What follows belongs to an exercise in optimizing a design on an open flow for small area; a production flow would make more cautious choices. The RTL was checked by simulation tests, not by an equivalence proof against the original design. Power is estimated from default activity; no workload was simulated.

**design.v**
```verilog
`timescale 1ns / 1ps
module driver( 
input clk,
input [31:0] instruction,  
input [1:0]core_sel ,    
input reset,  
input [31:0] input_output_write_data,  
input [31:0] output_addr_data , 
input pc_ready ,  
output reg  output_write_data_pass,  
output reg  output_addr_data_pass,  
output reg [15:0] output_mem_addr, 
output reg [31:0] output_mem_wdata , 
output reg [3:0] output_wstrb,  
output reg pc_valid,
output reg pc_instr,
input [15:0] mem_addr,  
input [31:0] mem_wdata , 
input [3:0] wstrb ,  
input mem_instr ,   
input mem_valid ,  
output reg [31:0] mem_rdata ,  
output reg mem_ready ,  
output reg chip_reset,  
output  [1:0]chip_core  
    );
   reg [31:0] opcode_pc2driver;  
   reg [31:0] i_o_wdata_pc2driver;  
   reg [31:0] i_o_addr_pc2driver;  
    reg [15:0] mem_addr_risc2driver;
    reg [31:0] mem_wdata_risc2driver;
    reg [3:0] wstrb_risc2driver; 
    reg mem_instr_risc2driver;
    reg [3:0] state; 
    reg [3:0] next_state; 
    parameter idle = 0000; 
    parameter write = 0001;
    parameter busy1 = 0010;
    parameter busy2= 0100; 
    parameter idle2 = 0011;
    assign chip_core = core_sel; 
    always@(posedge clk) begin 
    if(reset) begin 
    state <= idle;
    end
    else 
    begin 
    state <= next_state;
    end
    end
    always@(posedge clk) begin 
    case(state)
    idle : begin 
           next_state <= idle2;
          end
    idle2 : begin 
            if(mem_valid) begin
            next_state <= write; 
            end
            else begin 
            next_state <= idle2;
            end
            end
    write :begin 
           if(!mem_valid) begin 
           next_state <= busy1;
           end
           else begin 
           next_state <= write;
           end 
           end
    busy1 : begin
           if(!mem_valid) begin  
           next_state <= busy2;
           end
           else begin 
           next_state <= write; 
           end
           end
    busy2: begin
           if(!mem_valid) begin  
           next_state <= busy2;
           end
            else begin 
            next_state <= write;
            end
           end
    default : begin 
            next_state <= idle;
    end
    endcase
    end
    always@(posedge clk) begin  
    case(state) 
    idle : begin 
    chip_reset <= 1;
    mem_rdata <=0;
    mem_ready <=0 ;
    mem_addr_risc2driver <= 0;
    mem_wdata_risc2driver <=0;
    wstrb_risc2driver<=0; 
    mem_instr_risc2driver <=0; 
    pc_valid <= 0 ; 
    opcode_pc2driver <= 0 ;
    i_o_wdata_pc2driver <= 0 ;
    i_o_addr_pc2driver <= 0 ;
    output_mem_addr <= 0 ; 
    output_mem_wdata <= 0 ;
    output_addr_data_pass <= 0; 
    output_write_data_pass <=0;
    pc_instr <=0;
    output_wstrb <= 0;
           end
    idle2 :begin 
    chip_reset <= 0;
    pc_valid <= 1;
    end
    write : begin 
           mem_rdata <= opcode_pc2driver; 
           mem_ready <=1 ; 
           mem_addr_risc2driver <=mem_addr; 
           mem_wdata_risc2driver <=mem_wdata; 
           wstrb_risc2driver <= wstrb; 
           mem_instr_risc2driver <= mem_instr;  
           pc_valid <=1 ;  
           end
    busy1: begin 
           opcode_pc2driver <= instruction; 
           mem_ready <= 0; 
           i_o_wdata_pc2driver<=input_output_write_data;
           i_o_addr_pc2driver <=output_addr_data;
           output_mem_addr <=mem_addr_risc2driver;
           output_mem_wdata <= mem_wdata_risc2driver;
            output_wstrb <= wstrb_risc2driver ;
           if(mem_addr_risc2driver ==i_o_addr_pc2driver) begin 
           output_addr_data_pass <=1;
           end
           else begin 
            output_addr_data_pass <=0;
           end
           if(mem_wdata_risc2driver==i_o_wdata_pc2driver) begin
           output_write_data_pass <=1 ;
           end
           else begin 
           output_write_data_pass <=0 ;
           end 
           pc_instr <= mem_instr_risc2driver; 
           pc_valid <= 0 ; 
           end
    busy2: begin 
    opcode_pc2driver <= opcode_pc2driver; 
           mem_ready <= mem_ready ; 
           i_o_wdata_pc2driver<=i_o_wdata_pc2driver;
           i_o_addr_pc2driver <=i_o_addr_pc2driver;
           output_mem_addr <= output_mem_addr;
           output_mem_wdata <=  output_mem_wdata;
           if(mem_addr_risc2driver ==i_o_addr_pc2driver) begin 
           output_addr_data_pass <=1;
           end
           else begin 
            output_addr_data_pass <=0;
           end
           if(mem_wdata_risc2driver==i_o_wdata_pc2driver) begin
           output_write_data_pass <=1 ;
           end
           else begin 
           output_write_data_pass <=0 ;
           end 
           pc_instr <= pc_instr; 
           pc_valid <= pc_valid ; 
           end
    default: begin 
    chip_reset <= 0;
    mem_rdata <=0;
    mem_ready <=0 ;
    mem_addr_risc2driver <= 0;
    mem_wdata_risc2driver <=0;
    wstrb_risc2driver<=0; 
    mem_instr_risc2driver <=0; 
    pc_valid <= 1 ; 
    opcode_pc2driver <= 0 ;
    i_o_wdata_pc2driver <= 0 ;
    i_o_addr_pc2driver <= 0 ;
    output_mem_addr <= 0 ; 
    output_mem_wdata <= 0 ;
    output_addr_data_pass <= 0; 
    output_write_data_pass <=0;
    pc_instr <=0;
     output_wstrb <= 0;
            end
    endcase
    end
endmodule
```
**run.sh**
```bash
#!/bin/bash
# synth_recipe.tcl (not shown) runs the flow's synth.tcl, then flattens the netlist and writes it again
# the make line also repeats each setting of config.mk as NAME=value (left out here)
make -C /OpenROAD-flow-scripts/flow DESIGN_CONFIG=/design/flow/config.mk WORK_HOME=/design/flow/orfs CLKGATE_MAP_FILE= SYNTH_SCRIPT=/design/flow/synth_recipe.tcl finish
```
**config.mk**
```make
export PLATFORM = sky130hd
export DESIGN_NAME = driver
export DESIGN_NICKNAME = driver
export VERILOG_FILES = /design/flow/design.v
export SDC_FILE = /design/flow/constraint.sdc
export NUM_CORES = 4
export LEC_CHECK = 0
export CAP_MARGIN = 20
export CORE_MARGIN = 2
export CORE_UTILIZATION = 40
export SLEW_MARGIN = 20
```
**constraint.sdc**
```tcl
create_clock -name core_clock -period 4.0 [get_ports {clk}]
set_input_delay 0.8000 -clock core_clock [delete_from_list [all_inputs] [get_ports {clk}]]
set_output_delay 0.8000 -clock core_clock [all_outputs]
set_load 0.01 [all_outputs]
```
==> reports/qor.txt, run 1 <==
Outcome: complete, no violations
Clock latency on the worst-skew pair: 530 ps
Max Cap Viol: 0
PD cells: 502 nW/µm²
Synth Area in Adders: 0%
Total power: 6.59 mW
Fin cells: 1,185
Core area: 23,400 µm²
Port-buffer cells: 241
Combinational Power Share: 14.4%
Hold Path Sink: state[1]$_SDFF_PP0_
Slowest cell on crit path: nor2_4
IR drop worst, VDD: 0.368 mV
Synth area leader: edfxtp_1
Compound-Gate Fraction of Synth Area: 0.0657%
Worst-path clk slew: 60 ps
F_max: 420 MHz
Net Count, Synth: 750
R2r setup slk: 1620 ps
Internal power: 5.05 mW
Post-synthesis mux area share: 0%
Antenna violations before repair: 1
Area contributors post-synth: edfxtp_1 75%, and2_1 15%, xor2_1 4.0%
Final instance area: 13,100 µm²
Routed length per instance: 16.9 µm
First-pass GRT wire length: 29.9 mm
Drc violations: 0
Placed cell area: 12,300 µm²
Largest net degree at the start of global routing: 128
Remaining antenna violation count: 0
Iteration count of the initial detailed-routing pass: 6
CTS tree: done
Total negative setup slack: 0 ps
FP Rows: 56
Worst R2R Path Depth: 4
Vias in the first global route: 5,602
Net Switching: 1.54 mW
Post-cts resize count: 0
Post-Route Skew: 16.2 ps
Post-synth EDFFs: 238
Fin. max-slew vios: 0
Final worst slack: 1620 ps
Max-slew headroom at the worst pin: 41.0%
Vias/cell: 4.49
Warnings from Yosys: 1
Share of cells above drive strength 1: 5.90%
CP Cell Sequence: nand2b_4 -> nor2_4 -> buf_4 -> nor2_1
Async set-reset flop share out of synthesis: 0%
GRT overflow: 0
FF+latch count, synth: 245
Area Growth Syn to Fin: 37.8%
I/O pin cnt: 247
List of most frequent post-synthesis cells: 238 x edfxtp_1, 234 x and2_1, 43 x xor2_1
Final Hold Viols: 0
Sequential share of power: 51.5%
CP max stage delay: 610 ps
Top-count cell post-synth: edfxtp_1
Crit Path Category: reg2reg
Min Tclk post-route: 2380 ps
Final wirelength: 20.0 mm
Placed cells: 1,134
RR Startpoint: state[0]$_SDFF_PP0_
XOR/XNOR Fraction of Synth Area: 4.51%
Synthesized area per cell: 16.0 µm²
# setup viols final: 0
Gr usage total: 15.6%
Hold-fix buffers, CTS: 0
Core Util, Final: 56.1%
Hold slack: 447 ps
CP endpoint kind: register
Via count: 5,317
Post-CTS Setup Bufs: 0
Fin nets: 999
Starting Density: 40.7%
Final period utilization: 59.5%
LEAKAGE: 4.99 nW
Critical Path RT: 4270 ps
Gate Count Post-Synth: 595
Die ar.: 25,100 µm²
Clock buffer depth: 3
HP Start: next_state[1]$_DFF_P_
CTS root buffer: clkbuf_16
Sequential area share after synthesis: 76.5%
Cell area after synthesis: 9520 µm²
Die width: 158 µm
H-tree Lvls: 1
Yosys top cell area share: 75.0%
Setup Slack @ Placement: 1510 ps
DP Wirelength: 13.2 mm
Synth Area in Simple Gates: 17.8%
Main combinational cell family by area after synthesis: simple AND/OR/NAND/NOR gates
Worst EP arrival: 2650 ps
Sw Share: 23.4%
GPL Wtd Cong: 0.740
DIE HEIGHT: 158 µm
Ys flop type: edfxtp_1
Startpoint types: register
R2R Path End: chip_reset$_DFFE_PN_
RSZ-0062 raised after global routing: no
Share of total power in the clock network: 34.1%
Hold Crit Depth: 1
Clock Sink Count: 245
Hold/Removal Path Class: reg2reg
Measured slew at the worst slew-check pin: 885 ps
Unique cell type count in the Yosys netlist: 21
DRT iter0 DRCs: 297
CP max FO: 52
CTS Buf Count: 27
-- cell type report --
class	instances	area (µm²)
Fill cell	1975	10300
Sequential cell	245	7290
Timing Repair Buffer	247	2470
Multi-Input combinational cell	323	2160
Clock buffer	35	736
Tap cell	319	399
Clock inverter	14	67.6
Antenna cell	2	5.00
-- per-layer routing --
metal | global-route usage [%] | vias to the layer above | wire length [µm]
li1 | - | 2569 | -
met1 | 19.1 | 2525 | 8140
met2 | 25.7 | 185 | 9540
met3 | 5.20 | 38 | 1790
met4 | 5.79 | 0 | 545
met5 | 0 | - | 0
-- worst max-delay path: cells and delay by family (launching register included) --
family                 cells  cell delay, ps
DFF                        1             500
and+or+nand+nor            3            1150
buffers and inverters      1             450
-- state kept, by name (all words and copies together) (netlist names), 16 cells and up --
register and count:
opcode_pc2driver 32, mem_wdata_risc2driver 32, output_mem_wdata 32, i_o_wdata_pc2driver 32
mem_rdata 32, i_o_addr_pc2driver 32, output_mem_addr 16, mem_addr_risc2driver 16
-- power by group through the flow --
stage | registers (mW) | logic [mW] | clock network (mW)
global route | 3.43 | 1.04 | 2.41
global placement | 3.43 | 0.956 | 0
CTS | 3.40 | 0.972 | 2.31
floorplan | 3.51 | 0.354 | 0
detailed placement | 3.45 | 0.966 | 0
finish | 3.39 | 0.948 | 2.24
-- placed cells by master (no fill, tap or decap), types with 6 or more instances in the layout --
| cell type | n |
|---|---|
| clkinv_2 | 8 |
| dfxtp_1 | 7 |
| clkdlybuf4s50_1 | 241 |
| and2_1 | 234 |
| xor2_1 | 43 |
| clkbuf_16 | 27 |
| edfxtp_1 | 238 |
| xnor2_1 | 6 |
| nor4_1 | 13 |
| nor2_1 | 6 |
-- how the worst max path moves through the flow --
stage	from	to	slack [ps]
final	state[0]$_SDFF_PP0_	chip_reset$_DFFE_PN_	1620
after global routing	state[0]$_SDFF_PP0_	chip_reset$_DFFE_PN_	1330
after CTS	state[0]$_SDFF_PP0_	chip_reset$_DFFE_PN_	1480
after detailed placement	state[0]$_SDFF_PP0_	chip_reset$_DFFE_PN_	1510
after global placement	state[0]$_SDFF_PP0_	chip_reset$_DFFE_PN_	1570
after floorplan	state[2]$_SDFF_PP0_	i_o_addr_pc2driver[0]$_SDFFCE_PP0N_	330
-- cell families after synthesis --
logic type,after synthesis
AND/OR/NAND/NOR,273
buffers and inverters,27
AO/OA/AOI/OAI,1
XOR/XNOR,49
flip-flops,245
==> run 2: changes to the inputs <==
==> design.v (replaced) <==
`timescale 1ns / 1ps
module driver(
input clk,
input [31:0] instruction,
input [1:0] core_sel,
input reset,
input [31:0] input_output_write_data,
input [31:0] output_addr_data,
input pc_ready,
output reg output_write_data_pass,
output reg output_addr_data_pass,
output reg [15:0] output_mem_addr,
output reg [31:0] output_mem_wdata,
output reg [3:0] output_wstrb,
output reg pc_valid,
output reg pc_instr,
input [15:0] mem_addr,
input [31:0] mem_wdata,
input [3:0] wstrb,
input mem_instr,
input mem_valid,
output reg [31:0] mem_rdata,
output reg mem_ready,
output reg chip_reset,
output [1:0] chip_core
);
  assign chip_core = core_sel;
  reg [2:0] state;
  reg [2:0] next_state;
  reg [31:0] opcode_pc2driver;
  reg [31:0] i_o_wdata_pc2driver;
  reg [15:0] i_o_addr_lo;
  reg        i_o_addr_hi_nz;        
  reg [15:0] mem_addr_risc2driver;
  reg [31:0] mem_wdata_risc2driver;
  reg [3:0]  wstrb_risc2driver;
  reg        mem_instr_risc2driver;
  wire s_i   = ~state[2] & ~state[1] & ~state[0];
  wire hld_b = state[0];                  
  wire hld_w = state[1];                  
  wire ld_w  = state[0] & ~state[1];      
  wire ld_b  = state[1] & ~state[0];      
  wire [2:0] f;
  assign f[0] = s_i | (state[0] & state[1]) | (mem_valid & (state[0] ^ state[1]));
  assign f[1] = s_i | (state[0] & ~mem_valid);
  assign f[2] = ld_b & ~mem_valid;
  always @(posedge clk) begin
    next_state <= f;
    state <= reset ? 3'b000 : next_state;
  end
  wire a_eq = (mem_addr_risc2driver == i_o_addr_lo) & ~i_o_addr_hi_nz;
  wire d_eq = (mem_wdata_risc2driver == i_o_wdata_pc2driver);
  always @(posedge clk) begin
    mem_rdata             <= ({32{ld_w}} & opcode_pc2driver) | ({32{hld_w}} & mem_rdata);
    mem_addr_risc2driver  <= ({16{ld_w}} & mem_addr)         | ({16{hld_w}} & mem_addr_risc2driver);
    mem_wdata_risc2driver <= ({32{ld_w}} & mem_wdata)        | ({32{hld_w}} & mem_wdata_risc2driver);
    wstrb_risc2driver     <= ({4{ld_w}}  & wstrb)            | ({4{hld_w}}  & wstrb_risc2driver);
    mem_instr_risc2driver <= (ld_w & mem_instr)              | (hld_w & mem_instr_risc2driver);
    opcode_pc2driver      <= ({32{ld_b}} & instruction)             | ({32{hld_b}} & opcode_pc2driver);
    i_o_wdata_pc2driver   <= ({32{ld_b}} & input_output_write_data) | ({32{hld_b}} & i_o_wdata_pc2driver);
    i_o_addr_lo           <= ({16{ld_b}} & output_addr_data[15:0])  | ({16{hld_b}} & i_o_addr_lo);
    i_o_addr_hi_nz        <= (ld_b & (|output_addr_data[31:16]))    | (hld_b & i_o_addr_hi_nz);
    output_mem_addr       <= ({16{ld_b}} & mem_addr_risc2driver)    | ({16{hld_b}} & output_mem_addr);
    output_mem_wdata      <= ({32{ld_b}} & mem_wdata_risc2driver)   | ({32{hld_b}} & output_mem_wdata);
    output_wstrb          <= ({4{ld_b}}  & wstrb_risc2driver)       | ({4{hld_b}}  & output_wstrb);
    pc_instr              <= (ld_b & mem_instr_risc2driver)         | (hld_b & pc_instr);
    output_addr_data_pass <= (ld_b & a_eq)                          | (hld_b & output_addr_data_pass);
    output_write_data_pass<= (ld_b & d_eq)                          | (hld_b & output_write_data_pass);
    mem_ready  <= ld_w | (state[0] & state[1] & mem_ready);
    chip_reset <= s_i | ((state[0] ^ state[1]) & chip_reset);
    pc_valid   <= state[0] | state[2];
  end
endmodule
==> run 2 against run 1 <==
  * Sequential share of layout area fell by 13 points
  * Non-clock buffer count down 1
  * Clock skew shrank 5.2 ps
  * Highest routed layer unchanged
  * Wire length hardly changed
  * Synthesized cell count shrank 0.67%
  * Cell count decreased by 11%
  * Register-to-register slack gained 350 ps
  * Core utilization is 3.4 points higher
  * Combinational power up 33%
==> reports/qor.txt, run 2 <==
Vias/cell: 5.33 (+19%)
Total negative setup slack: 0 ps (unchanged)
CP max stage delay: 580 ps (-30 ps)
Die width: 141 µm (-11%)
Final wirelength: 20.0 mm (about the same)
Post-synth EDFFs: 0 (-100%)
CP startpoint: mem_rdata[27]$_DFF_P_
Hold-fix buffers, CTS: 0 (unchanged)
Critical Path RT: 3200 ps (-1070 ps)
Fillers: 1,468 (-26%)
FF+latch count, synth: 230 (-6.1%)
Crit Path Category: reg2out
Iteration count of the initial detailed-routing pass: 4 (-2)
R2r setup slk: 1970 ps (+350 ps)
F_max: 446 MHz (+6.1%)
Post-CTS Setup Bufs: 0 (unchanged)
Synthesized area per cell: 12.6 µm² (-21%)
Critical path depth: 1 (-3)
Final worst slack: 1760 ps (+137 ps)
Net Count, Synth: 749 (-0.13%)
LEAKAGE: 4.31 nW (-14%)
DIE HEIGHT: 141 µm (-11%)
Ys flop type: dfxtp_1
Vias in the first global route: 5,703 (+1.8%)
GRT overflow: 0 (unchanged)
Top-count cell post-synth: dfxtp_1
Worst-path clk slew: 60 ps (about the same)
CP endpoint kind: primary output
Clock buffer depth: 3 (unchanged)
Most frequent cells in the layout: 241 x clkdlybuf4s50_1, 228 x dfxtp_1, 217 x a22o_1
Drc violations: 0 (unchanged)
Post-cts resize count: 0 (unchanged)
Unique cell type count in the Yosys netlist: 26 (+24%)
DRT iter0 DRCs: 339 (+14%)
CP Cell Sequence: clkdlybuf4s50_1
Yosys top cell area share: 61.8% (-13 points)
H-tree Lvls: 1 (unchanged)
Port-buffer cells: 241 (unchanged)
Post-Route Skew: 11.1 ps (-5.16 ps)
CP max FO: 2 (-96%)
Warnings from Yosys: 1 (unchanged)
Share of cells above drive strength 1: 6.04% (+0.14 points)
Worst EP arrival: 1440 ps (-1210 ps)
Gate Count Post-Synth: 591 (-0.67%)
RR Startpoint: state[0]$_SDFF_PP0_
Sequential area share after synthesis: 61.8% (-15 points)
Outcome: complete, no violations
Most common cell after layout, fill and taps aside: clkdlybuf4s50_1
Number of buffers and inverters on the critical path: 1 (unchanged)
IR drop worst, VDD: 0.353 mV (-4.0%)
Crit path max-delay family: buffers and inverters
CTS root buffer: clkbuf_16
Worst setup path endpoint: mem_rdata[27]
Fin. max-slew vios: 0 (unchanged)
Clock latency on the worst-skew pair: 500 ps (-30 ps)
Max Cap Viol: 0 (unchanged)
Routed length per instance: 18.9 µm (+12%)
Largest net degree at the start of global routing: 115 (-10%)
Antenna violations before repair: 0 (-1)
# setup viols final: 0 (unchanged)
Slowest cell on crit path: clkdlybuf4s50_1
Async set-reset flop share out of synthesis: 0% (unchanged)
Max-slew headroom at the worst pin: 26.7% (-14 points)
Clock Sink Count: 230 (-6.1%)
Startpoint types: register
Diodes inserted: 0 (-2)
Starting Density: 41.1% (+0.39 points)
List of most frequent post-synthesis cells: 230 x dfxtp_1, 217 x a22o_1, 31 x clkbuf_1
CTS Buf Count: 24 (-11%)
GPL Wtd Cong: 0.779 (+5.2%)
Area contributors post-synth: dfxtp_1 62%, a22o_1 25%, xor2_1 3.2%
Area Growth Syn to Fin: 44.7%
Min Tclk post-route: 2240 ps (-137 ps)
Cell area after synthesis: 7450 µm² (-22%)
Measured slew at the worst slew-check pin: 1100 ps (+215 ps)
RSZ-0062 raised after global routing: no
Hold/Removal Path Class: reg2reg
Setup Slack @ Placement: 1970 ps (+457 ps)
Synth area leader: dfxtp_1
CTS tree: done
Via count: 5,635 (+6.0%)
Final Hold Viols: 0 (unchanged)
First-pass GRT wire length: 31.2 mm (+4.2%)
Core area: 18,100 µm² (-22%)
FP Rows: 49 (-13%)
Remaining antenna violation count: 0 (unchanged)
I/O pin cnt: 247 (unchanged)
PD cells: 590 nW/µm² (+17%)
Fin nets: 969 (-3.0%)
R2R Path End: output_write_data_pass$_DFF_P_
Worst R2R Path Depth: 5 (+1)
Gr usage total: 19.5% (+3.9 points)
DP Wirelength: 12.8 mm (-3.2%)
Final period utilization: 56.0% (-3.4 points)
Die ar.: 19,700 µm² (-21%)
## run 2: cell count changes after synthesis, moves of 4 or more
cell / previous run / this run
clkbuf_1: 24 / 31
nor4_1: 13 / 9
a22o_1: 0 / 217
buf_2: 1 / 15
buf_1: 0 / 4
and2_1: 234 / 0
dfxtp_1: 7 / 230
xnor2_1: 6 / 21
xor2_1: 43 / 27
nor2_1: 8 / 0
edfxtp_1: 238 / 0
inv_1: 0 / 4
## run 2: how the worst min path moves through the flow
stage | cells after the start | slack [ps] | end | startpoint
after global routing | 1 | 450 | state[0]$_SDFF_PP0_ | next_state[0]$_DFF_P_
after global placement | 1 | 420 | state[1]$_SDFF_PP0_ | next_state[1]$_DFF_P_
after detailed placement | 1 | 420 | pc_valid$_DFF_P_ | state[2]$_SDFF_PP0_
after CTS | 1 | 440 | state[0]$_SDFF_PP0_ | next_state[0]$_DFF_P_
final | 1 | 440 | state[0]$_SDFF_PP0_ | next_state[0]$_DFF_P_
after floorplan | 1 | 410 | pc_valid$_DFF_P_ | state[2]$_SDFF_PP0_
## run 2: per-stage QoR
stage,cells,cell area [µm²],power (mW),hold slack [ps],util [%]
after floorplan,591,7450,3.64,405,-
after global placement,1014,10000,4.19,420,55.1
after detailed placement,1014,10000,4.22,425,55.1
after CTS,1057,10800,6.43,442,59.5
after global routing,1057,10800,6.66,453,59.5
final,1057,10800,6.36,441,59.5
## run 2: cell families (layout without fill, tap and decap cells)
| kind of cell | after synthesis | in the layout | synth area share, % |
|---|---|---|---|
| AND/OR/NAND/NOR | 29 | 29 | 2.52 |
| XOR/XNOR | 48 | 48 | 5.64 |
| flip-flops | 230 | 230 | 61.8 |
| adder cells (fa/ha/maj) | 3 | 3 | 0.504 |
| AO/OA/AOI/OAI | 225 | 225 | 26.4 |
| buffers and inverters | 56 | 293 | 3.17 |
## run 2: area by class of cell
type                       instances  area (µm²)  area share [%]
sequential                       230        4610            42.7
multi-input combinational        305        2640            24.5
timing repair buffer             246        2450            22.7
clock buffer                      39         738            6.84
tap                              229         287            2.66
clock inverter                     4        45.0           0.417
inverter                           4        15.0           0.139
## run 2: worst register-to-register path, stage by stage (launching register included)
cell and delay, ps:
dfxtp_4 450, inv_1 190, ha_4 580, buf_4 450, nand4_1 150, o21ai_1 150
## run 2: routing by layer
layer	wire (µm)	share of wire, %	track usage (%)	up-vias
met1	8920	45	25.9	2699
met5	0	0	0	-
met2	8810	44	30.1	201
met3	1620	8.1	6.26	45
met4	657	3.3	6.74	0
li1	-	-	-	2690
## run 2: where the power goes
part           leakage, nW  internal (mW)  switching (mW)
clock network        0.387           1.32           0.870
logic                 2.03          0.675           0.585
registers             1.88           2.65           0.259
==> run 3: changes to the inputs <==
--- a/config.mk
+++ b/config.mk
@@ -5,7 +5,9 @@
 export SDC_FILE = /design/flow/constraint.sdc
 export NUM_CORES = 4
 export LEC_CHECK = 0
+export ABC_AREA = 1
 export CAP_MARGIN = 20
 export CORE_MARGIN = 2
 export CORE_UTILIZATION = 40
+export CTS_BUF_LIST = sky130_fd_sc_hd__clkbuf_4 sky130_fd_sc_hd__clkbuf_8
 export SLEW_MARGIN = 20
==> run 3 against run 2 <==
  * Maximum frequency is 0.80% lower
  * Register-to-register slack worse by 40 ps
  * Cell area increased by 5.6%
  * Critical path depth stayed put
  * Highest routed layer unchanged
  * Sequential cell count unchanged
  * Die area increased by 6.9%
  * Global-route usage increased by 1.3 points
==> reports/qor.txt, run 3 <==
Outcome: complete, no violations
Crit Path Category: reg2out
Fin cells: 1,529 (+45%)
RR Startpoint: state[1]$_SDFF_PP0_
PD cells: 551 nW/µm² (-6.5%)
CP max stage delay: 560 ps (-20 ps)
CTS tree: done
Hold Crit Depth: 2 (+1)
Most frequent cells in the layout: 304 x nand2_1, 241 x clkdlybuf4s50_1, 229 x dfxtp_1
FF+latch count, synth: 230 (unchanged)
Crit path max-delay family: buffers and inverters
Remaining antenna violation count: 0 (unchanged)
CTS root buffer: clkbuf_8
Warnings from Yosys: 1 (unchanged)
M1 GR Usage: 26.1% (+0.28 points)
H-tree Lvls: 2 (+1)
Antenna violations before repair: 0 (unchanged)
Gr busiest metal: met2
Drc violations: 0 (unchanged)
Clock buffer depth: 3 (unchanged)
Startpoint types: register
DP Wirelength: 14.4 mm (+12%)
Die ar.: 21,100 µm² (+6.9%)
Number of buffers and inverters on the critical path: 1 (unchanged)
Routed length per instance: 14.5 µm (-23%)
CTS Buf Count: 39 (+63%)
Critical Path RT: 3200 ps (about the same)
LEAKAGE: 4.40 nW (+2.1%)
Yosys top cell area share: 57.7% (-4.1 points)
Iteration count of the initial detailed-routing pass: 4 (unchanged)
Post-synth EDFFs: 0 (unchanged)
Fin. max-slew vios: 0 (unchanged)
Sequential area share after synthesis: 57.7% (-4.1 points)
Most common cell after layout, fill and taps aside: nand2_1
Final period utilization: 56.5% (+0.45 points)
Synthesized area per cell: 7.97 µm² (-37%)
Max-slew headroom at the worst pin: 34.0% (+7.3 points)
GRT overflow: 0 (unchanged)
Post-cts resize count: 0 (unchanged)
Ys flop type: dfxtp_1
GPL Wtd Cong: 0.770 (-1.1%)
Max Cap Viol: 0 (unchanged)
Share of cells above drive strength 1: 6.17% (+0.13 points)
CP Cell Sequence: clkdlybuf4s50_1
CP endpoint kind: primary output
RSZ-0062 raised after global routing: no
HP Start: next_state[2]$_DFF_P_
Cell area after synthesis: 7980 µm² (+7.1%)
Via count: 7,086 (+26%)
Clock Sink Count: 230 (unchanged)
Area Growth Syn to Fin: 42.7%
Die width: 145 µm (+3.4%)
Placed cells: 1,464 (+44%)
Vias in the first global route: 6,943 (+22%)
F_max: 443 MHz (-0.80%)
Total power: 6.28 mW (-1.3%)
Gr usage total: 20.7% (+1.3 points)
Diodes inserted: 0 (unchanged)
Fin nets: 1,398 (+44%)
CP startpoint: output_mem_wdata[16]$_DFF_P_
Worst-path clk slew: 60 ps (about the same)
I/O pin cnt: 247 (unchanged)
Largest net degree at the start of global routing: 82 (-29%)
Met2 usage: 33.1% (+3.0 points)
# setup viols final: 0 (unchanged)
Total negative setup slack: 0 ps (unchanged)
DIE HEIGHT: 145 µm (+3.4%)
Measured slew at the worst slew-check pin: 989 ps (-111 ps)
First-pass GRT wire length: 35.7 mm (+15%)
R2R Path End: mem_wdata_risc2driver[11]$_DFF_P_
IR drop worst, VDD: 0.359 mV (+1.7%)
Clock latency on the worst-skew pair: 510 ps (about the same)
R2r setup slk: 1930 ps (-40 ps)
Final wirelength: 22.2 mm (+11%)
FP Rows: 51 (+4.1%)
Worst R2R Path Depth: 6 (+1)
DRT iter0 DRCs: 290 (-14%)
Final Hold Viols: 0 (unchanged)
Unique cell type count in the Yosys netlist: 23 (-12%)
Area contributors post-synth: dfxtp_1 58%, nand2_1 14%, o21ai_0 13%
Vias/cell: 4.63 (-13%)
List of most frequent post-synthesis cells: 304 x nand2_1, 230 x dfxtp_1, 209 x o21ai_0
Starting Density: 40.9% (-0.19 points)
Post-Route Skew: 23.7 ps (+12.6 ps)
Post-CTS Setup Bufs: 0 (unchanged)
Gate Count Post-Synth: 1,002 (+70%)
Hold/Removal Path Class: reg2reg
Port-buffer cells: 241 (unchanged)
Hold-fix buffers, CTS: 0 (unchanged)
CP max FO: 2 (unchanged)
Worst EP arrival: 1460 ps (+20 ps)
Net Count, Synth: 1,160 (+55%)
Core area: 19,500 µm² (+7.6%)
Slowest cell on crit path: clkdlybuf4s50_1
Synth area leader: dfxtp_1
Top-count cell post-synth: nand2_1
Min Tclk post-route: 2260 ps (+18.2 ps)
Hold Path Sink: state[2]$_SDFF_PP0_
Async set-reset flop share out of synthesis: 0% (unchanged)
GRT met3 Usage: 7.58% (+1.3 points)
==> run 3: cell types whose count changed after synthesis, sizes merged, moves of 11 or more <==
cell    before  now
buf         21    9
o21ai        3  210
a22o       219    9
inv          4  131
xor2        27    3
xnor2       21    8
clkbuf      31   42
nor2         0   24
nand2        2  304
==> run 3: final cells by class <==
class,instances,area [µm²]
Inverter,131,492
Fill cell,1859,8140
Clock buffer,61,764
Clock inverter,4,45.0
Sequential cell,230,4610
Timing Repair Buffer,248,2460
Multi-Input combinational cell,590,2690
Tap cell,265,332
==> run 3: how the worst max path moves through the flow <==
stage	end	slack, ps	depth (start not counted)
detailed placement	mem_rdata[21]$_DFF_P_	1900	5
floorplan	output_write_data_pass$_DFF_P_	2230	14
CTS	output_mem_wdata[16]	1710	1
global placement	mem_wdata_risc2driver[25]$_DFF_P_	1920	6
finish	output_mem_wdata[16]	1740	1
global route	mem_rdata[24]$_DFF_P_	1690	5
==> run 3: worst register-to-register path, delay by kind of cell (launching register included) <==
family                   cells  cell delay (ps)
AND/OR/NAND/NOR              1              140
flip-flops                   1              310
buffers and inverters        3             1090
AO/OA/AOI/OAI                1              100
adder cells (fa/ha/maj)      1              340
==> run 3: stage by stage <==
stage | util, % | cell area (µm²) | hold slack, ps | setup WS, ps
final | 58.3 | 11400 | 402 | 1740
after global routing | 58.3 | 11400 | 427 | 1690
after CTS | 58.3 | 11400 | 405 | 1710
after detailed placement | 54.2 | 10600 | 396 | 1900
after global placement | 54.2 | 10600 | 384 | 1920
after floorplan | - | 7980 | 388 | 2230
==> run 3: metal layers <==
metal	wire length (µm)	up-vias
met3	1900	42
met4	510	0
met1	10000	3207
met2	9810	219
li1	-	3618
met5	0	-
==> run 3: where the power goes <==
part,switching (mW),total [mW],internal (mW),leakage [nW]
Sequential,0.168,2.82,2.65,1.88
Clock,0.892,2.16,1.27,0.433
Combinational,0.745,1.30,0.559,2.08
==> run 3: cell families (layout without fill, tap and decap cells) <==
family                     Yosys count  count (layout)  share of synthesized area [%]
and+or+nand+nor                    349             349                           16.9
xor gates and xnor gates            11              11                           1.21
adders and majority gates            3               3                          0.470
buffers and inverters              182             444                           8.87
DFF                                230             230                           57.7
AOI/OAI and AO/OA                  227             227                           14.8
==> run 4: changes to the inputs <==
==> config.mk (replaced) <==
export PLATFORM = sky130hd
export DESIGN_NAME = driver
export DESIGN_NICKNAME = driver
export VERILOG_FILES = /design/flow/design.v
export SDC_FILE = /design/flow/constraint.sdc
export NUM_CORES = 4
export LEC_CHECK = 0
export CAP_MARGIN = 20
export CORE_MARGIN = 2
export CORE_UTILIZATION = 40
export CTS_BUF_LIST = sky130_fd_sc_hd__clkbuf_8
export CTS_CLUSTER_DIAMETER = 60
export CTS_CLUSTER_SIZE = 20
export SLEW_MARGIN = 20
==> run 4 against run 3 <==
  * Cell count decreased by 32%
  * Critical endpoint is now mem_rdata[27]
  * Sequential cell count unchanged
  * Register-to-register slack about the same
  * Sequential power increased by 3%
  * Maximum frequency decreased by 1.2%
  * Cell area decreased by 9.1%
  * Global-route usage decreased by 1.6 points
  * Clock-buffer cell count decreased by 42
==> reports/qor.txt, run 4 <==
Final period utilization: 57.2% (+0.68 points)
# setup viols final: 0 (unchanged)
Critical Path RT: 3200 ps (about the same)
Crit path max-delay family: buffers and inverters
Area of the multi-input gates: 2640 µm² (-1.8%)
Warnings from Yosys: 1 (unchanged)
Most common cell after layout, fill and taps aside: clkdlybuf4s50_1
Gr usage total: 19.1% (-1.6 points)
CP max stage delay: 590 ps (+30 ps)
CP endpoint kind: primary output
Max Cap Viol: 0 (unchanged)
Unique cell type count in the Yosys netlist: 26 (+13%)
Area Growth Syn to Fin: 38.9%
CP max FO: 2 (unchanged)
Clock Sink Count: 230 (unchanged)
PD cells: 529 nW/µm² (-4.2%)
Synth area leader: dfxtp_1
Remaining antenna violation count: 0 (unchanged)
FP Rows: 49 (-3.9%)
H-tree Lvls: 1 (-1)
Clock latency on the worst-skew pair: 510 ps (about the same)
Post-Route Skew: 22.1 ps (-1.64 ps)
Synthesized area per cell: 12.6 µm² (+58%)
LEAKAGE: 4.10 nW (-6.7%)
Fin. max-slew vios: 0 (unchanged)
GRT overflow: 0 (unchanged)
Antenna violations before repair: 0 (unchanged)
Number of buffers and inverters on the critical path: 1 (unchanged)
Starting Density: 41.1% (+0.19 points)
Net Count, Synth: 749 (-35%)
Vias in the first global route: 5,571 (-20%)
Iteration count of the initial detailed-routing pass: 4 (unchanged)
Crit Path Category: reg2out
Fin nets: 961 (-31%)
Fin cells: 1,039 (-32%)
Total power: 5.47 mW (-13%)
Yosys top cell area share: 61.8% (+4.1 points)
Fillers: 1,515 (-19%)
Core area: 18,100 µm² (-7.1%)
CTS Buf Count: 16 (-59%)
Drc violations: 0 (unchanged)
Post-cts resize count: 0 (unchanged)
RSZ-0062 raised after global routing: no
Startpoint types: register
DP Wirelength: 12.8 mm (-11%)
Register area: 4610 µm² (+0.14%)
Slowest cell on crit path: clkdlybuf4s50_1
IR drop worst, VDD: 0.297 mV (-17%)
I/O pin cnt: 247 (unchanged)
Hold-fix buffers, CTS: 0 (unchanged)
Via count: 5,525 (-22%)
Final Hold Viols: 0 (unchanged)
Die width: 141 µm (-3.3%)
Top-count cell post-synth: dfxtp_1
Hold/Removal Path Class: reg2reg
Routed length per instance: 19.0 µm (+31%)
CTS root buffer: clkbuf_8
DRT iter0 DRCs: 262 (-9.7%)
Measured slew at the worst slew-check pin: 1100 ps (+110 ps)
Port-buffer cells: 241 (unchanged)
Core Util, Final: 57.1% (-1.3 points)
Outcome: complete, no violations
Placed cells: 1,014 (-31%)
Clock buffer depth: 3 (unchanged)
CP Cell Sequence: clkdlybuf4s50_1
Sequential area share after synthesis: 61.8% (+4.1 points)
Max-slew headroom at the worst pin: 26.7% (-7.3 points)
First-pass GRT wire length: 30.6 mm (-14%)
Post-synth EDFFs: 0 (unchanged)
Worst-path clk slew: 120 ps (+60 ps)
F_max: 437 MHz (-1.2%)
CTS tree: done
Area contributors post-synth: dfxtp_1 62%, a22o_1 25%, xor2_1 3.2%
Final wirelength: 19.7 mm (-11%)
GPL Wtd Cong: 0.779 (+1.1%)
Worst EP arrival: 1490 ps (+30 ps)
Die ar.: 19,700 µm² (-6.5%)
Gate Count Post-Synth: 591 (-41%)
Diodes inserted: 0 (unchanged)
Async set-reset flop share out of synthesis: 0% (unchanged)
Most frequent cells in the layout: 241 x clkdlybuf4s50_1, 228 x dfxtp_1, 217 x a22o_1
Ys flop type: dfxtp_1
List of most frequent post-synthesis cells: 230 x dfxtp_1, 217 x a22o_1, 31 x clkbuf_1
Total negative setup slack: 0 ps (unchanged)
DIE HEIGHT: 141 µm (-3.3%)
Post-CTS Setup Bufs: 0 (unchanged)
Cell area after synthesis: 7450 µm² (-6.6%)
Min Tclk post-route: 2290 ps (+27.0 ps)
Vias/cell: 5.32 (+15%)
Share of cells above drive strength 1: 4.81% (-1.4 points)
FF+latch count, synth: 230 (unchanged)
Largest net degree at the start of global routing: 115 (+40%)
-- run 4: cell types whose count changed after synthesis, sizes merged, moves of 24 or more --
cell,previous run,this run
a22o,9,219
inv,131,4
nand2,304,2
nor2,24,0
o21ai,210,3
xor2,3,27
-- run 4: path summary, 6_finish.rpt --
path / startpoint / to / slack [ps] / cells after the start
max: mem_rdata[27]$_DFF_P_ / mem_rdata[27] / 1710 / 1
min: next_state[0]$_DFF_P_ / state[0]$_SDFF_PP0_ / 450 / 1
max reg2reg: state[0]$_SDFF_PP0_ / output_write_data_pass$_DFF_P_ / 1930 / 5
min reg2reg: next_state[0]$_DFF_P_ / state[0]$_SDFF_PP0_ / 450 / 1
-- run 4: layout make-up --
cell class,instances,share of cell area (%)
Sequential cell,230,44.5
Multi-Input combinational cell,305,25.5
Timing Repair Buffer,246,23.7
Tap cell,229,2.77
Clock buffer,19,2.53
Clock inverter,6,0.834
Inverter,4,0.145
-- run 4: cell families after synthesis --
group | count (synthesis) | synth area share (%)
AND/OR/NAND/NOR | 29 | 2.52
buffers and inverters | 56 | 3.17
flip-flops | 230 | 61.8
XOR/XNOR | 48 | 5.64
AO/OA/AOI/OAI | 225 | 26.4
adder cells (fa/ha/maj) | 3 | 0.504
-- run 4: power by group --
part	internal, mW	switching (mW)
combinational	0.675	0.587
sequential	2.65	0.259
clock	0.573	0.731
-- run 4: routing by layer --
metal / wire, µm / GRT usage (%) / vias to the layer above / part of all wire [%]
li1: - / - / 2656 / -
met5: 0 / 0 / - / 0
met2: 8610 / 29.8 / 173 / 44
met3: 1580 / 6.19 / 37 / 8.0
met4: 520 / 5.84 / 0 / 2.6
met1: 9030 / 25.5 / 2659 / 46
-- run 4: metrics by stage --
| step | area [µm²] | hold WS (ps) | worst slack (ps) |
|---|---|---|---|
| after floorplan | 7450 | 405 | 2280 |
| after global placement | 10000 | 420 | 2000 |
| after detailed placement | 10000 | 425 | 1970 |
| after CTS | 10400 | 452 | 1690 |
| after global routing | 10400 | 463 | 1660 |
| final | 10400 | 451 | 1710 |
==> run 5: changes to the inputs <==
==> flow/run.sh (new file) <==
#!/bin/bash
set -euo pipefail
cd "$(dirname "$0")/.."
export BUFFER_PORTS_ARGS="-buffer_cell sky130_fd_sc_hd__buf_1"
bash standard.sh finish > standard_flow.log 2>&1
==> standard.sh (new file) <==
#!/bin/bash
# synth_recipe.tcl (not shown) runs the flow's synth.tcl, then flattens the netlist and writes it again
# the make line also repeats each setting of config.mk as NAME=value (left out here)
make -C /OpenROAD-flow-scripts/flow DESIGN_CONFIG=/design/flow/config.mk WORK_HOME=/design/flow/orfs CLKGATE_MAP_FILE= SYNTH_SCRIPT=/design/flow/synth_recipe.tcl "${@:-finish}"
--- a/config.mk
+++ b/config.mk
@@ -7,7 +7,7 @@
 export LEC_CHECK = 0
 export CAP_MARGIN = 20
 export CORE_MARGIN = 2
-export CORE_UTILIZATION = 40
+export CORE_UTILIZATION = 70
 export CTS_BUF_LIST = sky130_fd_sc_hd__clkbuf_8
 export CTS_CLUSTER_DIAMETER = 60
 export CTS_CLUSTER_SIZE = 20
removed: run.sh
==> run 5 against run 4 <==
  * Core utilization up 26 points
  * Sequential share of layout area up 8.9 points
  * Via count up 1.7%
  * Synthesized area unchanged
  * Clock power down 18%
  * Power down 8.2%
  * Cell area down 17%
  * Synthesized cell count unchanged
  * Cell count down 9.7%
  * Critical path depth up 3
  * Largest cell class unchanged
==> reports/qor.txt, run 5 <==
Synthesized area per cell: 12.6 µm² (unchanged)
Largest net degree at the start of global routing: 113 (-1.7%)
Most common cell after layout, fill and taps aside: buf_1
Clock Sink Count: 230 (unchanged)
Final wirelength: 17.7 mm (-10%)
Async set-reset flop share out of synthesis: 0% (unchanged)
Diodes inserted: 0 (unchanged)
Final Hold Viols: 0 (unchanged)
Vias in the first global route: 5,615 (+0.79%)
Vias/cell: 5.99 (+13%)
Yosys top cell area share: 61.8% (unchanged)
Crit Path Category: reg2reg
H-tree Lvls: 1 (unchanged)
Post-synth EDFFs: 0 (unchanged)
DIE HEIGHT: 107 µm (-24%)
Placed cells: 920 (-9.3%)
Gate Count Post-Synth: 591 (unchanged)
RSZ-0062 raised after global routing: no
Post-CTS Setup Bufs: 0 (unchanged)
Share of cells above drive strength 1: 3.87% (-0.95 points)
R2r setup slk: 1670 ps (-260 ps)
Final period utilization: 58.2% (+1.0 points)
Synth area leader: dfxtp_1
Core Util, Final: 83.5% (+26 points)
First-pass GRT wire length: 27.6 mm (-9.9%)
Critical Path RT: 4390 ps (+1190 ps)
Hold slack: 456 ps (+5.49 ps)
Fillers: 634 (-58%)
Most frequent cells in the layout: 241 x buf_1, 228 x dfxtp_1, 217 x a22o_1
Drc violations: 0 (unchanged)
Top-count cell post-synth: dfxtp_1
F_max: 429 MHz (-1.8%)
Unique cell type count in the Yosys netlist: 26 (unchanged)
I/O pin cnt: 247 (unchanged)
Min Tclk post-route: 2330 ps (+41.7 ps)
Worst EP arrival: 2720 ps (+1230 ps)
R2R Path End: mem_addr_risc2driver[15]$_DFF_P_
Post-cts resize count: 0 (unchanged)
Hold Crit Depth: 1 (unchanged)
Hold-fix buffers, CTS: 0 (unchanged)
Area Growth Syn to Fin: 15.7%
Measured slew at the worst slew-check pin: 1030 ps (-68.1 ps)
Via count: 5,619 (+1.7%)
Ys flop type: dfxtp_1
Setup Slack @ Placement: 1660 ps (-308 ps)
List of most frequent post-synthesis cells: 230 x dfxtp_1, 217 x a22o_1, 31 x clkbuf_1
FF+latch count, synth: 230 (unchanged)
HP Start: next_state[1]$_DFF_P_
CP max FO: 88 (+86)
Max Cap Viol: 0 (unchanged)
Core area: 10,300 µm² (-43%)
Register area: 4610 µm² (unchanged)
Outcome: complete, no violations
Remaining antenna violation count: 0 (unchanged)
Fin nets: 959 (-0.21%)
Final worst slack: 1670 ps (-41.7 ps)
Port-buffer cells: 241 (unchanged)
Clock buffer depth: 3 (unchanged)
# setup viols final: 0 (unchanged)
Max-slew headroom at the worst pin: 31.3% (+4.5 points)
Starting Density: 72.2% (+31 points)
RR Startpoint: state[1]$_SDFF_PP0_
Cell area after synthesis: 7450 µm² (unchanged)
Warnings from Yosys: 1 (unchanged)
CTS Buf Count: 15 (-1)
Post-Route Skew: 12.3 ps (-9.81 ps)
Area contributors post-synth: dfxtp_1 62%, a22o_1 25%, xor2_1 3.2%
Startpoint types: register
Gr usage total: 29.9% (+11 points)
Net Count, Synth: 749 (unchanged)
CTS root buffer: clkbuf_8
GPL Wtd Cong: 0.805 (+3.4%)
Area of the multi-input gates: 2640 µm² (unchanged)
Hold Path Sink: state[1]$_SDFF_PP0_
FP Rows: 37 (-24%)
Total negative setup slack: 0 ps (unchanged)
Worst R2R Path Depth: 4 (-1)
IR drop worst, VDD: 0.449 mV (+51%)
GRT overflow: 0 (unchanged)
Fin cells: 938 (-9.7%)
PD cells: 583 nW/µm² (+10%)
Hold/Removal Path Class: reg2reg
CTS tree: done
CP endpoint kind: register
Routed length per instance: 18.9 µm (-0.49%)
Sequential area share after synthesis: 61.8% (unchanged)
Fin. max-slew vios: 0 (unchanged)
DRT iter0 DRCs: 357 (+36%)
Worst-path clk slew: 110 ps (about the same)
LEAKAGE: 3.43 nW (-16%)
Die width: 107 µm (-24%)
Iteration count of the initial detailed-routing pass: 5 (+1)
Clock latency on the worst-skew pair: 480 ps (-30 ps)
Die ar.: 11,500 µm² (-42%)
Antenna violations before repair: 0 (unchanged)
DP Wirelength: 11.8 mm (-8.2%)
[run 5: worst max path at each step]
stage	from	end	slack, ps
final	state[1]$_SDFF_PP0_	mem_addr_risc2driver[15]$_DFF_P_	1670
after global routing	state[1]$_SDFF_PP0_	wstrb_risc2driver[0]$_DFF_P_	1530
after CTS	state[1]$_SDFF_PP0_	mem_addr_risc2driver[15]$_DFF_P_	1650
after detailed placement	state[1]$_SDFF_PP0_	mem_addr_risc2driver[15]$_DFF_P_	1660
after global placement	state[1]$_SDFF_PP0_	mem_addr_risc2driver[15]$_DFF_P_	1710
after floorplan	core_sel[0]	chip_core[0]	2280
[run 5: through the flow]
stage               total power, mW  area (µm²)
detailed placement             3.99        8370
CTS                            5.03        8620
global placement               3.92        8370
finish                         5.02        8620
floorplan                      3.64        7450
global route                   5.25        8620
[run 5: cells by family after synthesis]
kind of cell	count (synthesis)	share of synthesized area [%]
XOR/XNOR	48	5.64
adder cells (fa/ha/maj)	3	0.504
flip-flops	230	61.8
AO/OA/AOI/OAI	225	26.4
AND/OR/NAND/NOR	29	2.52
buffers and inverters	56	3.17
[run 5: worst max-delay path, cell delays in order (launching register included)]
cell and delay (ps):
dfxtp_4 370, buf_4 730, inv_1 220, ha_4 510, a22o_2 360
[run 5: power by group]
part	switching (mW)	internal, mW	leakage, nW
clock network	0.661	0.414	0.131
logic	0.568	0.464	1.41
registers	0.270	2.65	1.88
[run 5: routing by layer]
metal  track usage, %  vias up  wire (µm)
li1                 -     2644          -
met1             39.5     2705       7490
met2             48.6      230       8300
met3             7.17       40       1430
met4             9.46        0        512
met5                0        -          0
[run 5: final cells by class]
cell class | count | share of cell area (%)
clock buffers | 15 | 2.39
clock inverters | 3 | 0.493
inverters | 4 | 0.174
multi-input cells | 305 | 30.6
flip-flops and latches | 230 | 53.5
well taps | 136 | 1.97
repair buffers | 245 | 10.9
==> run 6: changes to the inputs <==
--- a/config.mk
+++ b/config.mk
@@ -7,7 +7,7 @@
 export LEC_CHECK = 0
 export CAP_MARGIN = 20
 export CORE_MARGIN = 2
-export CORE_UTILIZATION = 70
+export CORE_UTILIZATION = 40
 export CTS_BUF_LIST = sky130_fd_sc_hd__clkbuf_8
 export CTS_CLUSTER_DIAMETER = 60
 export CTS_CLUSTER_SIZE = 20
==> run 6 against run 5 <==
  * Cell count increased by 11%
  * Synthesized area is the same
  * Maximum frequency grew 12%
  * Still clean
  * Synthesized cell count did not move
  * Via count down 1.3%
  * Critical endpoint is now output_addr_data_pass$_DFF_P_
  * Critical path depth did not move
==> reports/qor.txt, run 6 <==
Setup Slack @ Placement: 1870 ps (+207 ps)
FF+latch count, synth: 230 (unchanged)
Synth Area in Adders: 0.504% (unchanged)
Final worst slack: 1920 ps (+251 ps)
Min Tclk post-route: 2080 ps (-251 ps)
Vias/cell: 5.35 (-11%)
Cell area after synthesis: 7450 µm² (unchanged)
Largest net degree at the start of global routing: 104 (-8.0%)
CP Cell Sequence: ha_4 -> nor4b_2 -> nand3_1 -> o41ai_2
Net Count, Synth: 749 (unchanged)
Placed cell area: 8490 µm² (+1.5%)
CTS Buf Count: 16 (+1)
Final Hold Viols: 0 (unchanged)
DIE HEIGHT: 141 µm (+31%)
Core area: 18,100 µm² (+76%)
Remaining antenna violation count: 0 (unchanged)
Hold-fix buffers, CTS: 0 (unchanged)
Main combinational cell family by area after synthesis: compound AO/OA/AOI/OAI gates
CP max FO: 53 (-40%)
Ys flop type: dfxtp_1
Drc violations: 0 (unchanged)
Sequential area share after synthesis: 61.8% (unchanged)
Slowest cell on crit path: dfxtp_4
I/O pin cnt: 247 (unchanged)
Warnings from Yosys: 1 (unchanged)
Final period utilization: 51.9% (-6.3 points)
Vias in the first global route: 5,654 (+0.69%)
LEAKAGE: 3.45 nW (+0.70%)
Gate Count Post-Synth: 591 (unchanged)
Critical Path RT: 4420 ps (+30 ps)
XOR/XNOR Fraction of Synth Area: 5.64% (unchanged)
Crit Path Category: reg2reg
FP Rows: 49 (+32%)
Measured slew at the worst slew-check pin: 1120 ps (+84.4 ps)
Top-count cell post-synth: dfxtp_1
R2R Path End: output_addr_data_pass$_DFF_P_
Synthesized area per cell: 12.6 µm² (unchanged)
Die ar.: 19,700 µm² (+72%)
CTS tree: done
CP max stage delay: 710 ps (-20 ps)
DRT iter0 DRCs: 252 (-29%)
Post-synthesis mux area share: 0% (unchanged)
Port-buffer cells: 241 (unchanged)
Final instance area: 8790 µm² (+1.9%)
Area contributors post-synth: dfxtp_1 62%, a22o_1 25%, xor2_1 3.2%
Starting Density: 41.1% (-31 points)
Hold/Removal Path Class: reg2reg
Die width: 141 µm (+31%)
Routed length per instance: 18.2 µm (-3.7%)
Worst R2R Path Depth: 4 (unchanged)
Worst EP arrival: 2500 ps (-220 ps)
GPL Wtd Cong: 0.798 (-0.94%)
Fin nets: 961 (+0.21%)
Antenna violations before repair: 0 (unchanged)
Post-CTS Setup Bufs: 0 (unchanged)
Fin. max-slew vios: 0 (unchanged)
Number of buffers and inverters on the critical path: 0 (-2)
Max-slew headroom at the worst pin: 25.6% (-5.6 points)
Async set-reset flop share out of synthesis: 0% (unchanged)
IR drop worst, VDD: 0.264 mV (-41%)
Post-Route Skew: 26.6 ps (+14.3 ps)
Outcome: complete, no violations
Synth area leader: dfxtp_1
Most frequent cells in the layout: 241 x buf_1, 228 x dfxtp_1, 217 x a22o_1
DP Wirelength: 12.5 mm (+6.0%)
Total negative setup slack: 0 ps (unchanged)
# setup viols final: 0 (unchanged)
Fin cells: 1,037 (+11%)
Gr usage total: 18.4% (-12 points)
Share of cells above drive strength 1: 4.70% (+0.84 points)
Placed cells: 1,014 (+10%)
First-pass GRT wire length: 29.7 mm (+7.7%)
Startpoint types: register
H-tree Lvls: 1 (unchanged)
Via count: 5,545 (-1.3%)
Unique cell type count in the Yosys netlist: 26 (unchanged)
CTS root buffer: clkbuf_8
R2r setup slk: 1920 ps (+250 ps)
Most common cell after layout, fill and taps aside: buf_1
Hold Crit Depth: 1 (unchanged)
RSZ-0062 raised after global routing: no
Post-synth EDFFs: 0 (unchanged)
F_max: 481 MHz (+12%)
Clock latency on the worst-skew pair: 520 ps (+40 ps)
Post-cts resize count: 0 (unchanged)
PD cells: 583 nW/µm² (about the same)
RR Startpoint: state[1]$_SDFF_PP0_
Clock buffer depth: 3 (unchanged)
Worst-path clk slew: 120 ps (about the same)
Hold Path Sink: state[1]$_SDFF_PP0_
HP Start: next_state[1]$_DFF_P_
Synth Area in Simple Gates: 2.52% (unchanged)
Max Cap Viol: 0 (unchanged)
Area Growth Syn to Fin: 17.9%
Fillers: 1,721 (+170%)
Crit path max-delay family: flip-flops
CP endpoint kind: register
Final wirelength: 18.9 mm (+6.5%)
Compound-Gate Fraction of Synth Area: 26.4% (unchanged)
Clock Sink Count: 230 (unchanged)
List of most frequent post-synthesis cells: 230 x dfxtp_1, 217 x a22o_1, 31 x clkbuf_1
Yosys top cell area share: 61.8% (unchanged)
Iteration count of the initial detailed-routing pass: 4 (-1)
Diodes inserted: 0 (unchanged)
GRT overflow: 0 (unchanged)
Total power: 5.12 mW (+2.0%)
[run 6: through the flow]
| stage | utilization (%) | hold slack [ps] |
|---|---|---|
| 2_1_floorplan | - | 405 |
| 3_3_place_gp | 46.8 | 416 |
| 3_5_place_dp | 46.8 | 428 |
| 4_1_cts | 48.4 | 450 |
| 5_1_grt | 48.4 | 448 |
| 6_report | 48.4 | 447 |
[run 6: worst register-to-register path: stages (launching register included)]
cell	delay, ps
dfxtp_4	710
ha_4	650
nor4b_2	330
nand3_1	120
o41ai_2	200
[run 6: worst max-delay path by stage]
stage / depth (start not counted) / slack [ps] / from / to
finish: 4 / 1920 / state[1]$_SDFF_PP0_ / output_addr_data_pass$_DFF_P_
global route: 4 / 1750 / state[1]$_SDFF_PP0_ / output_addr_data_pass$_DFF_P_
CTS: 4 / 1860 / state[1]$_SDFF_PP0_ / output_addr_data_pass$_DFF_P_
detailed placement: 4 / 1870 / state[1]$_SDFF_PP0_ / output_addr_data_pass$_DFF_P_
global placement: 4 / 1930 / state[1]$_SDFF_PP0_ / output_addr_data_pass$_DFF_P_
floorplan: 1 / 2280 / core_sel[0] / chip_core[0]
[run 6: layer usage]
metal,GRT usage (%),vias up,part of all wire (%)
met3,5.06,37,7.4
met2,29.4,188,44
met4,5.84,0,2.7
li1,-,2653,-
met1,24.2,2667,46
met5,0,-,0
[run 6: logic make-up (layout without fill, tap and decap cells)]
logic type               count (synthesis)  in the layout
AO/OA/AOI/OAI                          225            225
XOR/XNOR                                48             48
adder cells (fa/ha/maj)                  3              3
buffers and inverters                   56            273
flip-flops                             230            230
AND/OR/NAND/NOR                         29             29
[run 6: where the power goes]
part	internal (mW)	switching [mW]
clock network	0.444	0.728
registers	2.65	0.301
logic	0.462	0.539
[run 6: area by class of cell]
type	instances	area, µm²	share of cell area [%]
clock buffers	19	262	2.98
clock inverters	4	32.5	0.370
inverters	4	15.0	0.171
multi-input cells	305	2640	30.0
flip-flops and latches	230	4610	52.5
well taps	229	287	3.26
repair buffers	246	942	10.7
==> run 7: changes to the inputs <==
==> config.mk (replaced) <==
export PLATFORM = sky130hd
export DESIGN_NAME = driver
export DESIGN_NICKNAME = driver
export VERILOG_FILES = /design/flow/design.v
export SDC_FILE = /design/flow/constraint.sdc
export NUM_CORES = 4
export LEC_CHECK = 0
export CAP_MARGIN = 20
export CORE_MARGIN = 2
export CORE_UTILIZATION = 70
export CTS_BUF_LIST = sky130_fd_sc_hd__clkbuf_16
export CTS_CLUSTER_DIAMETER = 80
export CTS_CLUSTER_SIZE = 30
export SLEW_MARGIN = 20
==> run 7 against run 6 <==
  * Worst hold slack better by 8.2 ps
  * Combinational power up 4%
  * Clock-buffer cell count down 8
  * Core utilization rose by 36 points
  * Maximum frequency shrank 13%
  * Global-route usage rose by 12 points
  * Sequential cell count did not move
  * Still clean on timing, DRC and antenna
==> reports/qor.txt, run 7 <==
Post-synth EDFFs: 0 (unchanged)
Internal power: 3.62 mW (+1.8%)
First-pass GRT wire length: 27.7 mm (-6.7%)
IR drop worst, VDD: 0.456 mV (+73%)
FF+latch count, synth: 230 (unchanged)
GPL Wtd Cong: 0.805 (+0.95%)
Placed cell area: 8370 µm² (-1.5%)
Final wirelength: 17.8 mm (-5.7%)
Gr usage total: 30.1% (+12 points)
Outcome: complete, no violations
PD cells: 591 nW/µm² (+1.4%)
Synthesized area per cell: 12.6 µm² (unchanged)
Number of buffers and inverters on the critical path: 2 (+2)
Hold Crit Depth: 1 (unchanged)
Worst-path clk slew: 110 ps (about the same)
Remaining antenna violation count: 0 (unchanged)
Worst R2R Path Depth: 4 (unchanged)
Area contributors post-synth: dfxtp_1 62%, a22o_1 25%, xor2_1 3.2%
F_max: 418 MHz (-13%)
Clock Sink Count: 230 (unchanged)
Final instance area: 8660 µm² (-1.4%)
RSZ-0062 raised after global routing: no
HP Start: state[2]$_SDFF_PP0_
Antenna violations before repair: 0 (unchanged)
CP endpoint kind: register
Placed cells: 920 (-9.3%)
Final Hold Viols: 0 (unchanged)
Largest net degree at the start of global routing: 113 (+8.7%)
Synth area leader: dfxtp_1
Slowest cell on crit path: buf_4
Sw Share: 29.4% (-1.2 points)
RR Startpoint: state[1]$_SDFF_PP0_
Starting Density: 72.2% (+31 points)
Net Switching: 1.50 mW (-4.1%)
Via count: 5,595 (+0.90%)
Iteration count of the initial detailed-routing pass: 5 (+1)
Net Count, Synth: 749 (unchanged)
Share of total power in the clock network: 22.8% (about the same)
LEAKAGE: 3.44 nW (-0.25%)
Most common cell after layout, fill and taps aside: buf_1
Unique cell type count in the Yosys netlist: 26 (unchanged)
FP Rows: 37 (-24%)
Most frequent cells in the layout: 241 x buf_1, 228 x dfxtp_1, 217 x a22o_1
Gate Count Post-Synth: 591 (unchanged)
H-tree Lvls: 1 (unchanged)
Post-Route Skew: 11.7 ps (-14.9 ps)
Core area: 10,300 µm² (-43%)
DRT iter0 DRCs: 443 (+76%)
Setup Slack @ Placement: 1660 ps (-207 ps)
Core Util, Final: 83.9% (+36 points)
Fin. max-slew vios: 0 (unchanged)
Final period utilization: 59.8% (+7.9 points)
Area Growth Syn to Fin: 16.2%
Fin cells: 933 (-10%)
Measured slew at the worst slew-check pin: 1040 ps (-77.2 ps)
R2r setup slk: 1610 ps (-310 ps)
Die width: 107 µm (-24%)
R2R Path End: mem_wdata_risc2driver[24]$_DFF_P_
Clock buffer depth: 3 (unchanged)
Share of cells above drive strength 1: 3.26% (-1.4 points)
DP Wirelength: 11.8 mm (-5.7%)
I/O pin cnt: 247 (unchanged)
Ys flop type: dfxtp_1
Max-slew headroom at the worst pin: 30.8% (+5.1 points)
Worst EP arrival: 2740 ps (+240 ps)
Hold-fix buffers, CTS: 0 (unchanged)
Vias in the first global route: 5,661 (+0.12%)
List of most frequent post-synthesis cells: 230 x dfxtp_1, 217 x a22o_1, 31 x clkbuf_1
# setup viols final: 0 (unchanged)
CP max FO: 88 (+66%)
Crit path max-delay family: buffers and inverters
Hold slack: 455 ps (+8.25 ps)
Crit Path Category: reg2reg
Final worst slack: 1610 ps (-314 ps)
Top-count cell post-synth: dfxtp_1
GRT overflow: 0 (unchanged)
Routed length per instance: 19.1 µm (+4.8%)
Yosys top cell area share: 61.8% (unchanged)
Critical Path RT: 4350 ps (-70 ps)
Vias/cell: 6.00 (+12%)
CTS tree: done
Hold/Removal Path Class: reg2reg
CP Cell Sequence: buf_4 -> inv_1 -> ha_4 -> a22o_1
Post-CTS Setup Bufs: 0 (unchanged)
Combinational Power Share: 20.2% (+0.7 points)
CP max stage delay: 770 ps (+60 ps)
Post-cts resize count: 0 (unchanged)
Sequential share of power: 57.0% (-0.6 points)
Startpoint types: register
Clock latency on the worst-skew pair: 450 ps (-70 ps)
Min Tclk post-route: 2390 ps (+314 ps)
Die ar.: 11,500 µm² (-42%)
Fin nets: 955 (-0.62%)
CTS Buf Count: 11 (-5)
Async set-reset flop share out of synthesis: 0% (unchanged)
Total negative setup slack: 0 ps (unchanged)
CTS root buffer: clkbuf_16
Diodes inserted: 0 (unchanged)
Total power: 5.12 mW (about the same)
Max Cap Viol: 0 (unchanged)
Drc violations: 0 (unchanged)
Cell area after synthesis: 7450 µm² (unchanged)
Hold Path Sink: pc_valid$_DFF_P_
Port-buffer cells: 241 (unchanged)
DIE HEIGHT: 107 µm (-24%)
Warnings from Yosys: 1 (unchanged)
Sequential area share after synthesis: 61.8% (unchanged)
-- run 7: worst max path at each step --
| stage | start | to | slack (ps) | cells past startpoint |
|---|---|---|---|---|
| floorplan | core_sel[0] | chip_core[0] | 2280 | 1 |
| global placement | state[1]$_SDFF_PP0_ | mem_addr_risc2driver[15]$_DFF_P_ | 1710 | 4 |
| detailed placement | state[1]$_SDFF_PP0_ | mem_addr_risc2driver[15]$_DFF_P_ | 1660 | 4 |
| CTS | state[1]$_SDFF_PP0_ | mem_wdata_risc2driver[24]$_DFF_P_ | 1620 | 4 |
| global route | state[1]$_SDFF_PP0_ | mem_wdata_risc2driver[24]$_DFF_P_ | 1480 | 4 |
| finish | state[1]$_SDFF_PP0_ | mem_wdata_risc2driver[24]$_DFF_P_ | 1610 | 4 |
-- run 7: kinds of logic (layout without fill, tap and decap cells) --
logic type / Yosys count / count (layout) / share of synthesized area (%)
compound gates: 225 / 225 / 26.4
simple gates: 29 / 29 / 2.52
buf+inv: 56 / 262 / 3.17
fa+ha+maj: 3 / 3 / 0.504
flops: 230 / 230 / 61.8
xor+xnor: 48 / 48 / 5.64
-- run 7: layout make-up --
type	instances	area, µm²
flip-flops and latches	230	4610
multi-input cells	305	2640
fillers	608	1660
repair buffers	245	938
clock buffers	11	275
well taps	136	170
clock inverters	2	15.0
inverters	4	15.0
-- run 7: worst register-to-register path, stage by stage, from the launching register on --
cell and delay (ps):
dfxtp_4 370, buf_4 770, inv_1 250, ha_4 520
a22o_1 390
-- run 7: routing by layer --
metal,wire [µm],track usage (%),share of wire [%],vias up
li1,-,-,-,2633
met1,7320,38.9,41,2710
met2,8460,49.4,47,209
met3,1510,7.78,8.5,43
met4,526,9.65,3.0,0
met5,0,0,0,-
-- run 7: power by group through the flow --
stage	Sequential, mW	Clock (mW)	Combinational [mW]
after floorplan	2.93	0	0.705
after global placement	2.93	0	0.989
after detailed placement	2.96	0	1.03
after CTS	2.92	1.18	1.04
after global routing	2.96	1.27	1.13
final	2.92	1.17	1.04

## afterwards: timing with drivers on the ports
The results above use ideal ports. As a check the final layouts listed here were re-extracted and re-timed, cells and wires unchanged. Step 1 sets driving cells, clkbuf_16 on the clock port and buf_2 on the other inputs (assumed; they add their load-dependent delay and slew). Step 2 also shifts input and output timing later by t, the mid clock arrival at the registers, as if the neighbouring blocks saw the same clock. Slacks: no drivers / after step 1 / after step 2; pairs: no drivers / after step 1.
run	t (ns)	setup WS [ns]	slew at the worst register clock pin (ns)	worst data-port slew with drivers (ns)	cell pins on the clock port's net
run 1	0.564	1.621 / 1.621 / 1.621	0.06 / 0.06	0.07	1
run 2	0.541	1.758 / 1.716 / 1.966	0.06 / 0.06	0.10	1
run 3	0.546	1.740 / 1.698 / 1.925	0.06 / 0.06	0.07	1
run 4	0.544	1.713 / 1.670 / 1.933	0.12 / 0.12	0.11	1
run 5	0.516	1.672 / 1.672 / 1.672	0.12 / 0.12	0.07	1
run 6	0.544	1.922 / 1.922 / 1.922	0.12 / 0.12	0.07	1
run 7	0.489	1.608 / 1.608 / 1.608	0.11 / 0.11	0.07	1
After both steps setup and hold are still met in every run listed.
